This design comes from an exercise in tuning for small area, a short achievable clock period and few clock cycles on the open sky130 flow, not from production work.
Only simulation tests tie the RTL to the original design; equivalence was not proved.

`design.v`:
```
module REG(CLK, RegW, DR, SR1, SR2, Reg_In, reg_select, r1_lsb3, ReadReg1, ReadReg2, reg_out);
  input CLK;
  input RegW;
  input [4:0] DR;
  input [4:0] SR1;
  input [4:0] SR2;
  input [31:0] Reg_In;
  input [1:0] reg_select;
  input [2:0] r1_lsb3;
  output reg [31:0] ReadReg1;
  output reg [31:0] ReadReg2;
  output [15:0] reg_out;
  reg [31:0] REG [0:31];
  assign reg_out = (reg_select[0]) ? REG[2][31:16] : REG[2][15:0];
  always @(posedge CLK)
  begin
    REG[1] <= {REG[1][31:3], r1_lsb3};
    if(RegW == 1'b1)
      REG[DR] <= Reg_In[31:0];
    ReadReg1 <= REG[SR1];
    ReadReg2 <= REG[SR2];
  end
endmodule
module MIPS (CLK, RST, reg_select, r1_lsb3, CS, WE, ADDR, mem_rdata, mem_wdata, reg_out);
  input CLK, RST;
  input [1:0] reg_select;
  input [2:0] r1_lsb3;
  output reg CS, WE;
  output [6:0] ADDR;
  input [31:0] mem_rdata;
  output [31:0] mem_wdata;
  output [15:0] reg_out;
  parameter add = 6'b100000;
  parameter sub = 6'b100010;
  parameter xor1 = 6'b100110;
  parameter and1 = 6'b100100;
  parameter or1 = 6'b100101;
  parameter slt = 6'b101010;
  parameter srl = 6'b000010;
  parameter sll = 6'b000000;
  parameter jr = 6'b001000;
  parameter mult = 6'b011000;
  parameter mfhi = 6'b010000;
  parameter mflo = 6'b010010;
  parameter add8 = 6'b101101;
  parameter rbit = 6'b101111;
  parameter rev = 6'b110000;
  parameter sadd = 6'b110001;
  parameter ssub = 6'b110010;
  parameter addi = 6'b001000;
  parameter andi = 6'b001100;
  parameter ori = 6'b001101;
  parameter lw = 6'b100011;
  parameter sw = 6'b101011;
  parameter beq = 6'b000100;
  parameter bne = 6'b000101;
  parameter j = 6'b000010;
  parameter jal = 6'b000011;
  parameter lui = 6'b001111;
  parameter R = 2'd0;
  parameter I = 2'd1;
  parameter J = 2'd2;
  reg [5:0] op, opsave;
  wire [1:0] format;
  reg [31:0] instr, alu_result;
  reg [6:0] pc, npc, savedPC;
  wire [31:0] imm_ext, alu_in_A, alu_in_B, reg_in, readreg1, readreg2;
  reg [31:0] alu_result_save;
  reg alu_or_mem, alu_or_mem_save, regw, writing, reg_or_imm, reg_or_imm_save;
  reg fetchDorI;
  wire [4:0] dr;
  reg [2:0] state, nstate;
  reg [32:0] saturate;
  wire [31:0] hi,lo;
  reg [63:0] hilo;
  integer i;
  assign hi = hilo[63:32];
  assign lo = hilo[31:0];
  assign imm_ext = (instr[15] == 1)? {16'hFFFF, instr[15:0]} : {16'h0000, instr[15:0]}; 
  assign dr = (instr[31:26] == jal) ? 5'd31 : (((format == R) && ((instr[5:0] == rbit) || (instr[5:0] == rev)))? instr[25:21]:((format == R)? instr[15:11] : instr[20:16]));  
  assign alu_in_A = readreg1;
  assign alu_in_B = (reg_or_imm_save)? imm_ext : readreg2;  
  assign reg_in = (instr[31:26] == jal) ? savedPC : ((alu_or_mem_save)? mem_rdata : alu_result_save);  
  assign format = (instr[31:26] == 6'd0)? R : (((instr[31:26] == 6'd2) || (instr[31:26] == 6'd3))? J : I);
  assign mem_wdata = readreg2;
  assign ADDR = (fetchDorI)? pc : alu_result_save[6:0];  
  REG Register(CLK, regw, dr, instr[25:21], instr[20:16], reg_in, reg_select, r1_lsb3, readreg1, readreg2, reg_out);
  always @(*)
  begin
    fetchDorI = 0; CS = 0; WE = 0; regw = 0; writing = 0; alu_result = 32'd0;
    npc = pc; op = jr; reg_or_imm = 0; alu_or_mem = 0; nstate = 3'd0;
    saturate = 33'd0;
    case (state)
      0: begin  
        npc = pc + 7'd1; CS = 1; nstate = 3'd1;
        fetchDorI = 1;
      end
      1: begin  
        nstate = 3'd2; reg_or_imm = 0; alu_or_mem = 0;
        if (format == J) begin  
          npc = instr[6:0];
          if (instr[31:26] == jal) nstate = 3'd3;
          else nstate = 3'd0;
        end
        else if (format == R)  
          op = instr[5:0];
        else if (format == I) begin  
          reg_or_imm = 1;
          if(instr[31:26] == lw) begin
            op = add;
            alu_or_mem = 1;
          end
          else if ((instr[31:26] == lw)||(instr[31:26] == sw)||(instr[31:26] == addi)) op = add;
          else if ((instr[31:26] == beq)||(instr[31:26] == bne)) begin
            op = sub;
            reg_or_imm = 0;
          end
          else if (instr[31:26] == andi) op = and1;
          else if (instr[31:26] == ori) op = or1;
		      else if (instr[31:26] == lui) op = lui;
        end
      end
      2: begin  
        nstate = 3'd3;
        if (opsave == and1) alu_result = alu_in_A & alu_in_B;
        else if (opsave == or1) alu_result = alu_in_A | alu_in_B;
        else if (opsave == add) alu_result = alu_in_A + alu_in_B;
        else if (opsave == sub) alu_result = alu_in_A - alu_in_B;
        else if (opsave == srl) alu_result = alu_in_B >> instr[10:6];
        else if (opsave == sll) alu_result = alu_in_B << instr[10:6];
        else if (opsave == slt) alu_result = (alu_in_A < alu_in_B)? 32'd1 : 32'd0;
        else if (opsave == xor1) alu_result = alu_in_A ^ alu_in_B;
        else if (opsave == lui) alu_result = alu_in_B << 16;
        else if (opsave == mult) alu_result = 32'd0;  
        else if (opsave == mfhi) alu_result = hi;
        else if (opsave == mflo) alu_result = lo;
        else if (opsave == add8) begin
          alu_result[31:24] = alu_in_A[31:24] + alu_in_B[31:24];
          alu_result[23:16] = alu_in_A[23:16] + alu_in_B[23:16];
          alu_result[15:8] = alu_in_A[15:8] + alu_in_B[15:8];
          alu_result[7:0] = alu_in_A[7:0] + alu_in_B[7:0];
        end
        else if (opsave == rbit) begin
          for (i = 0; i < 32; i = i + 1) begin
            alu_result[(31-i)] = alu_in_B[i];
          end
        end
        else if (opsave == rev) begin
          alu_result[31:24] = alu_in_B[7:0];
          alu_result[23:16] = alu_in_B[15:8];
          alu_result[15:8] = alu_in_B[23:16];
          alu_result[7:0] = alu_in_B[31:24];
        end
        else if (opsave == sadd) begin
          saturate = alu_in_A + alu_in_B;
          if (saturate[32]) alu_result = 32'hffffffff;
          else alu_result = saturate[31:0];
        end
        else if (opsave == ssub) begin
          saturate = alu_in_A - alu_in_B;
          if (saturate[32]) alu_result = 32'h00000000;
          else alu_result = saturate[31:0];
        end
        if (((alu_in_A == alu_in_B)&&(instr[31:26] == beq)) || ((alu_in_A != alu_in_B)&&(instr[31:26] == bne))) begin
          npc = pc + imm_ext[6:0];
          nstate = 3'd0;
        end
        else if ((instr[31:26] == bne)||(instr[31:26] == beq)) nstate = 3'd0;
        else if (opsave == jr) begin
          npc = alu_in_A[6:0];
          nstate = 3'd0;
        end
      end
      3: begin  
        nstate = 3'd0;
        if (((format == R)&&(instr[5:0] != mult)) || (instr[31:26] == addi) || (instr[31:26] == andi) || (instr[31:26] == ori)
            || (instr[31:26] == jal) || (instr[31:26] == lui)) regw = 1;
        else if (instr[31:26] == sw) begin
          CS = 1;
          WE = 1;
          writing = 1;
        end
        else if (instr[31:26] == lw) begin
          CS = 1;
          nstate = 3'd4;
        end
      end
      4: begin
        nstate = 3'd0;
        CS = 1;
        if (instr[31:26] == lw) regw = 1;
      end
    endcase
  end  
  always @(posedge CLK) begin
    if (RST) begin
      state <= 3'd0;
      pc <= 7'd0;
    end
    else begin
      state <= nstate;
      pc <= npc;
    end
    if ((state == 3'd2) && (opsave == mult)) hilo <= alu_in_A * alu_in_B;
    if (state == 3'd0) instr <= mem_rdata;
    else if (state == 3'd1) begin
      opsave <= op;
      reg_or_imm_save <= reg_or_imm;
      alu_or_mem_save <= alu_or_mem;
      if (instr[31:26] == jal) savedPC <= pc;
    end
    else if (state == 3'd2) alu_result_save <= alu_result;
  end  
endmodule
```
`run.sh`:
```
#!/bin/bash
# synth_recipe.tcl (not shown) runs the flow's synth.tcl, then flattens the netlist and writes it again
# the make line also repeats each setting of config.mk as NAME=value (left out here)
make -C /OpenROAD-flow-scripts/flow DESIGN_CONFIG=/design/flow/config.mk WORK_HOME=/design/flow/orfs CLKGATE_MAP_FILE= SYNTH_SCRIPT=/design/flow/synth_recipe.tcl finish
```
`config.mk`:
```
export PLATFORM = sky130hd
export DESIGN_NAME = MIPS
export DESIGN_NICKNAME = MIPS
export VERILOG_FILES = /design/flow/design.v
export SDC_FILE = /design/flow/constraint.sdc
export NUM_CORES = 4
export LEC_CHECK = 0
export CAP_MARGIN = 20
export CORE_MARGIN = 2
export CORE_UTILIZATION = 40
export PLACE_DENSITY = 0.6
export SLEW_MARGIN = 20
```
`constraint.sdc`:
```
create_clock -name core_clock -period 12.0 [get_ports {CLK}]
set_input_delay 2.4000 -clock core_clock [delete_from_list [all_inputs] [get_ports {CLK}]]
set_output_delay 2.4000 -clock core_clock [all_outputs]
set_load 0.01 [all_outputs]
```
==> metrics.cfg <==
[outcome]
status=timing/DRC/antenna clean

[detailed_routing]
dr.pass1.iters=7
wirelength_mm=376
viasPerCell=6.18
wl_per_cell_um=33.6
ant_nets=0
num_vias=69100
drc=0
drt_iter0_markers=7693

[critical_path]
crit_top_cell=fa_1
endpoint_kind=flop
cp.arrival_ns=11.08
crit_chain=buf_12 -> mux2i_4 -> buf_4 -> nor2_1 -> fa_1 -> fa_1 -> inv_1 -> fa_1 -> fa_1 -> fa_1 -> inv_1 -> fa_1 -> fa_1 -> fa_1 -> ha_1 -> and3_1 -> nand3_1 -> o31ai_1 -> a31oi_1 -> o21ai_1 -> xor2_1
worst_path_max_delay_cell=mux2i_4
crit_type=reg -> reg
worstPathBufferInverterCount=4
worstPathMaxFanout=61
critPathTopFamily=adder cells
cp-start-kind=flop
crit_required_ns=12.46
critical-path-max-stage-delay_ns=0.98

[placement]
portBuffers=94
place_hpwl_mm=269
gp_congestion=1.02

[timing]
setup_viol=0
slew_viol_final=0
setup_tns_ns=0
min_period_ns=10.62
finalHoldViolations=0
relSlewSlack_pct=14.5
tightest_slew_ns=1.27
grt_setup_unrepaired=false
fmax_mhz=94.2
period_share_pct=88.5
fin_worst_skew_ns=0.0399

[clocking]
ctsHoldBuffers=0
cts_tree=yes
h-tree-depth=4
post_cts_buffers=0
cts_sinks=1241
clk_pin_slew_ns=0.06
cts_resized=0
cts_made_buffers=137
clk_latency_ns=0.81
clockBufferDepth=3
cts_root_buffer=clkbuf_16

[synth]
yosysWarnings=2
synth_edf_count=1164
avgSynthCellArea_um2=12.4
ys_top_cells_by_area=edfxtp_1 36%, fa_1 18%, mux4_2 15%
synthesis.instances=7884
syn_area_mm2=0.0979
synth_commonest_cells=1164 x edfxtp_1, 962 x inv_1, 901 x fa_1
synth-seq-cells=1241
yosys.cell_types.count=97
async_reset_ff_share_pct=0
synth_nets=9192
synth_top_area_share_pct=35.7
yosysTopAreaCell=edfxtp_1
ys.flop_type=edfxtp_1
synth_most_common_cell=edfxtp_1
yosysSeqAreaShare_pct=37.3

[die]
core_area_mm2=0.243
num_rows=181
ios=96
die-height_um=499
start_util_pct=40.2
die_w_um=499
dieArea_mm2=0.249

[layout]
finish.utilization_pct=44.4
finalNetCount=9173
drive_gt1_share_pct=17.8
area_growth_syn_to_layout_pct=10.4
n_fill_cell=22100

[flow_run]
max_cap_violations=0

[global_routing]
overflow=0
grt_max_degree=116
grt_usage_pct=30.2
grt_pass1_wl_mm=535
antenna_found_initial=20
grt_pass1_vias=71500

[hold_path]
min_path_type=reg -> reg

==> per-layer routing <==
layer | vias up | routed length (um) | track usage, %
met5 | - | 103 | 0
met4 | 16 | 26700 | 17.9
met3 | 983 | 30600 | 5.09
met2 | 3680 | 178000 | 48.9
met1 | 36500 | 141000 | 38.3
li1 | 28000 | - | -
==> kinds of logic (layout without fill, tap and decap cells) <==
kind of cell / after synthesis / after routing / share of synthesized area [%]
AND/OR/NAND/NOR: 1816 / 1816 / 7.76
multiplexers: 901 / 901 / 17.9
XOR/XNOR: 147 / 147 / 1.32
other: 0 / 11 / 0
flip-flops: 1241 / 1241 / 37.3
AO/OA/AOI/OAI: 992 / 992 / 6.71
buffers and inverters: 1518 / 1608 / 5.93
adder cells (fa/ha/maj): 1269 / 1269 / 23.1
==> layout make-up <==
class	count	area (um2)	area share, %
diodes	11	27.5	0.0255
flip-flops and latches	1241	36500	33.8
multi-input cells	5125	56300	52.1
clock buffers	184	3830	3.55
well taps	3202	4010	3.71
repair buffers	368	3060	2.83
clock inverters	64	623	0.577
inverters	992	3720	3.45
==> worst reg2reg max path, cell delays in order, from the launching register on <==
cell and delay, ns:
edfxtp_1 0.71, buf_12 0.43, mux2i_4 1.04, buf_4 0.49
nor2_1 0.11, fa_1 0.52, fa_1 0.53, inv_1 0.06
fa_1 0.46, fa_1 0.50, fa_1 0.56, inv_1 0.05
fa_1 0.45, fa_1 0.57, fa_1 0.44, ha_1 0.42
and3_1 0.27, nand3_1 0.09, o31ai_1 0.64, a31oi_1 0.36
o21ai_1 0.69, xor2_1 0.88
==> per-stage QoR <==
stage / std cells / hold WS (ns) / setup WS, ns / cell area (um2)
6_report: 11200 / 0.570 / 1.38 / 108000
5_1_grt: 11200 / 0.585 / 1.32 / 108000
4_1_cts: 11200 / 0.571 / 1.74 / 108000
3_5_place_dp: 10900 / 0.561 / 1.81 / 104000
3_3_place_gp: 10900 / 0.558 / 1.88 / 103000
2_1_floorplan: 7884 / 0.509 / 3.48 / 97900
==> registers in the layout (all words and copies together) (netlist names) <==
name	flops
pc	7
reg_or_imm_save	1
savedPC	7
instr	32
Register.ReadReg1	32
hilo	64
state	3
alu_or_mem_save	1
opsave	6
Register.REG	1024
Register.ReadReg2	32
alu_result_save	32
==> cell usage in the layout, fill, tap and decap left out, types with 41 or more instances in the layout <==
cell type        synthesis  routed
nand2_1                637     637
mux4_2                 664     664
dfxtp_1                 77      70
nor3_1                  65      61
mux2_2                 118     118
inv_1                  962     961
a221oi_1                43      43
a21oi_1                273     265
mux2i_1                115     102
edfxtp_1              1164    1164
fa_1                   901     901
clkbuf_16                0     143
a211oi_1                43      43
clkinv_1                25      43
buf_4                    2     269
xnor2_1                115     115
o21ai_0                197     185
nand3_1                 72      71
ha_1                   368     368
a21o_1                  55      55
nor2_1                 849     788
o22ai_1                 41      41
nor2_4                   1      52
clkdlybuf4s50_1          0      94
==> final timing paths <==
| kind | from | endpoint | slack, ns | depth (start not counted) |
|---|---|---|---|---|
| hold reg to reg | pc[0]$_SDFFE_PP0P_ | savedPC[0]$_DFFE_PP_ | 0.57 | 0 |
| hold / removal | pc[0]$_SDFFE_PP0P_ | savedPC[0]$_DFFE_PP_ | 0.57 | 0 |
| setup reg to reg | reg_or_imm_save$_SDFFCE_PP0P_ | hilo[39]$_DFFE_PP_ | 1.38 | 21 |
| setup / recovery | reg_or_imm_save$_SDFFCE_PP0P_ | hilo[39]$_DFFE_PP_ | 1.38 | 21 |
Testbench counts, summed over its fixed seeds: cycles 1,381,534.

==> static timing again, ports no longer ideal <==
In the flow no input, the clock included, has a driving cell. The finished layout below was timed again as built, in two steps.
Step 1: set_driving_cell puts a clkbuf_16 on CLK and a buf_2 on each other input, an assumption about the parent block.
Step 2 times the ports against the registers' clock, not the clock port: input delays grow and output delays shrink by t, the midpoint of the rising clock arrivals with the driver on.
Three values: no drivers, after step 1, after step 2; two values: the first two.
t (ns): 0.874
setup WS [ns]: 1.380 / 1.380 / 1.380
worst hold slack (ns): 0.570 / 0.570 / 0.570
After both steps this run still meets setup and hold. For this run, drivers alone change the setup slack by 0.000 ns; drivers and shift together by 0.000 ns.
